This design comes from an exercise in tuning for a short achievable clock period and few clock cycles on the open sky130 flow, not from production work.
Function was checked by simulation only, so behaviour that the tests miss may differ from the original.
Power figures rest on the tool's default switching activity, not on a simulated workload.

==> flow/design.v (excerpt) <==
module lc3_datapath
  (clk,
   rst,
   mem_en,
   mem_we,
   mem_addr,
   mem_wdata,
   mem_ready,
   mem_rdata
   );
For scale: ~4,500 cells after synthesis, roughly 53 I/O pins.
make LEC_CHECK=0 CAP_MARGIN=20 CORE_MARGIN=2 CORE_UTILIZATION=40 PLACE_DENSITY=0.6 SETUP_SLACK_MARGIN=4.7 SLEW_MARGIN=20 finish   # period 7.5 ns
run.sh (not shown) runs the stock make flow with config.mk's settings and CLKGATE_MAP_FILE= SYNTH_SCRIPT=/design/flow/synth_recipe.tcl, a recipe that flattens the netlist after the stock synthesis.
Testbench counts at the start, summed over its fixed seeds: cycles 115,085.
Next try:
--- a/flow/design.v
+++ b/flow/design.v
@@ -89,57 +89,66 @@
   always @(*)
     case (pf[15:12])
       4'b0001, 4'b0101: xdep = xb | (~pf[5] & (pf[2:0] == xdr));
       4'b1001, 4'b0110, 4'b1100: xdep = xb;          
       4'b0111:          xdep = xb | xs;              
       4'b0011, 4'b1011: xdep = xs;                   
       4'b0100:          xdep = ~pf[11] & xb;         
-      4'b0000:          xdep = 1'b1;                 
       default:          xdep = 1'b0;                 
     endcase
   wire [CL-1:0] li    = pc1[CL-1:0];
   wire          lhit  = c_valid[li] & (c_tag[li] == pc1[15:CL]);
   wire [15:0]   lword = c_data[li];
   reg step;
   always @(*)
     case (kind)
       K_FETCH: step = pfv ? ~(ex & xdep) : mem_ready;
       K_LOAD:  step = pfv & mem_ready & ~pdep;
       K_STORE: step = pfv & mem_ready;
       default: step = 1'b0;
     endcase
+  wire [15:0] sum = ksadd(opa, opb);
+  reg  [15:0] res;
+  always @(*)
+    case (aop)
+      2'd0:    res = sum;
+      2'd1:    res = opa & opb;
+      default: res = ~opa;
+    endcase
+  reg         zres;
+  always @(*)
+    case (aop)
+      2'd0:    zres = ((opa ^ opb) == {opa[14:0] | opb[14:0], 1'b0});
+      2'd1:    zres = ((opa & opb) == 16'h0);
+      default: zres = (opa == 16'hffff);
+    endcase
+  wire        fn = ex ? res[15] : n;
+  wire        fz = ex ? zres : z;
+  wire        fp = ex ? (~res[15] & ~zres) : p;
   wire [2:0]  b_kind, f_kind;
   wire        b_en, f_en, b_ex, f_ex, b_lk, f_lk, b_seq, f_seq, b_dat, f_dat;
   wire [15:0] b_mar, f_mar, b_pc, f_pc, b_mdr, f_mdr;
   wire [15:0] b_opa, f_opa, b_opb, f_opb;
   wire [1:0]  b_aop, f_aop;
   lc3_step #(.PF(0)) u_bus
     (.d(mem_rdata), .n(n), .z(z), .p(p),
      .r0(r0), .r1(r1), .r2(r2), .r3(r3), .r4(r4), .r5(r5), .r6(r6), .r7(r7),
      .pc1(pc1), .fw(1'b0), .fwd(mem_rdata), .ldr(ir[11:9]),
      .o_kind(b_kind), .o_en(b_en), .o_ex(b_ex), .o_lk(b_lk), .o_mar(b_mar),
      .o_pc(b_pc), .o_mdr(b_mdr), .o_opa(b_opa), .o_opb(b_opb), .o_aop(b_aop),
      .o_seq(b_seq), .o_dat(b_dat));
   lc3_step #(.PF(1)) u_pf
-    (.d(pf), .n(n), .z(z), .p(p),
+    (.d(pf), .n(fn), .z(fz), .p(fp),
      .r0(r0), .r1(r1), .r2(r2), .r3(r3), .r4(r4), .r5(r5), .r6(r6), .r7(r7),
      .pc1(pc1), .fw(fw), .fwd(mem_rdata), .ldr(ir[11:9]),
      .o_kind(f_kind), .o_en(f_en), .o_ex(f_ex), .o_lk(f_lk), .o_mar(f_mar),
      .o_pc(f_pc), .o_mdr(f_mdr), .o_opa(f_opa), .o_opb(f_opb), .o_aop(f_aop),
      .o_seq(f_seq), .o_dat(f_dat));
   wire s_seq = pfv ? f_seq : b_seq;
   wire s_dat = pfv ? f_dat : b_dat;
-  wire [15:0] sum = ksadd(opa, opb);
-  reg  [15:0] res;
-  always @(*)
-    case (aop)
-      2'd0:    res = sum;
-      2'd1:    res = opa & opb;
-      default: res = ~opa;
-    endcase
   wire        ldw   = mem_ready & (kind == K_LOAD);
   wire [15:0] wval  = ex ? res : (ldw ? mem_rdata : opa);
   wire [2:0]  wsel  = lk ? 3'd7 : ir[11:9];
   wire        wen   = ex | ldw | lk;
   always @(posedge clk or negedge rst)
     begin
       if (rst == 1'b0)
@@ -155,21 +164,14 @@
           3'd3: r3 <= wval;
           3'd4: r4 <= wval;
           3'd5: r5 <= wval;
           3'd6: r6 <= wval;
           default: r7 <= wval;
         endcase
     end
-  reg         zres;
-  always @(*)
-    case (aop)
-      2'd0:    zres = ((opa ^ opb) == {opa[14:0] | opb[14:0], 1'b0});
-      2'd1:    zres = ((opa & opb) == 16'h0);
-      default: zres = (opa == 16'hffff);
-    endcase
   wire        zv = ex ? zres : (mem_rdata == 16'h0);
   wire        nv = ex ? res[15] : mem_rdata[15];
   always @(posedge clk or negedge rst)
     begin
       if (rst == 1'b0)
         begin
           n <= 1'b0; z <= 1'b0; p <= 1'b0;
@@ -214,17 +216,17 @@
     pc1 <= step ? inc16(pc1) : inc16(pc);
   always @(posedge clk or negedge rst)
     begin
       if (rst == 1'b0)
         begin
           pc   <= 16'h0200;
           ir   <= 16'h0;
-          mar  <= 16'h0;
+          mar  <= 16'h0200;
           mdr  <= 16'h0;
-          en   <= 1'b0;
+          en   <= 1'b1;
           we   <= 1'b0;
           kind <= K_FETCH;
           pf   <= 16'h0;
           pfv  <= 1'b0;
           ex   <= 1'b0;
           lk   <= 1'b0;
           aop  <= 2'd0;
@@ -302,21 +304,15 @@
               K_LOAD, K_STORE:  
                 if (mem_ready)
                   begin
                     kind <= K_FETCH;
                     we   <= 1'b0;
                     en   <= 1'b0;
                   end
-              default:  
-                if (~pfv & ~en)
-                  begin
-                    en  <= 1'b1;
-                    we  <= 1'b0;
-                    mar <= pc;
-                  end
+              default: ;
             endcase
         end
     end
 endmodule
 module lc3_step
   #(parameter PF = 0)
   (input      [15:0] d,
What happened:
- The new run finished clean
- synthesized cell count decreases by 1.8%
- wire length came out lower by 0.60%
- setup slack gets worse by 0.062 ns
- clock skew grows by 0.044 ns
- global-route usage goes down by 0.22 points
- design area went down by 1.4%
- register-to-register slack got worse by 0.06 ns
- critical path depth rises by 1
- via count falls by 2.5%
- sequential power barely changes
- cell count fell by 2.0%
- total power came out lower by 1.3%
- utilization hardly moves
- die area drops by 1.2%
Testbench counts after the change, summed over its fixed seeds: cycles 113,462.

==> re-timing with driven ports <==
The flow's constraints put no driver on any port. The routed layouts listed below were extracted and timed again, unchanged, in two steps. Step 1, drivers: a clkbuf_16 drives clk and a buf_2 each remaining input, both assumed. Step 2 times the ports against the registers' clock, not the clock port: input delays grow and output delays shrink by t, the midpoint of the rising clock arrivals with the driver on. Three values: no drivers, after step 1, after step 2; two values: the first two.
run | shift t [ns] | setup WS [ns] | clock arrival spread, ns | worst register clock-pin slew, ns | worst slew at a driven data input, ns
the first run | 0.839 | 4.349 / 4.253 / 3.415 | 0.044 / 0.043 | 0.07 / 0.07 | 0.32
the second run | 0.846 | 4.287 / 4.287 / 3.553 | 0.091 / 0.091 | 0.07 / 0.07 | 0.27
After both steps setup and hold are still met in every run listed. For the first run, which loses most, drivers alone change the setup slack by -0.096 ns; drivers and shift together by -0.934 ns.
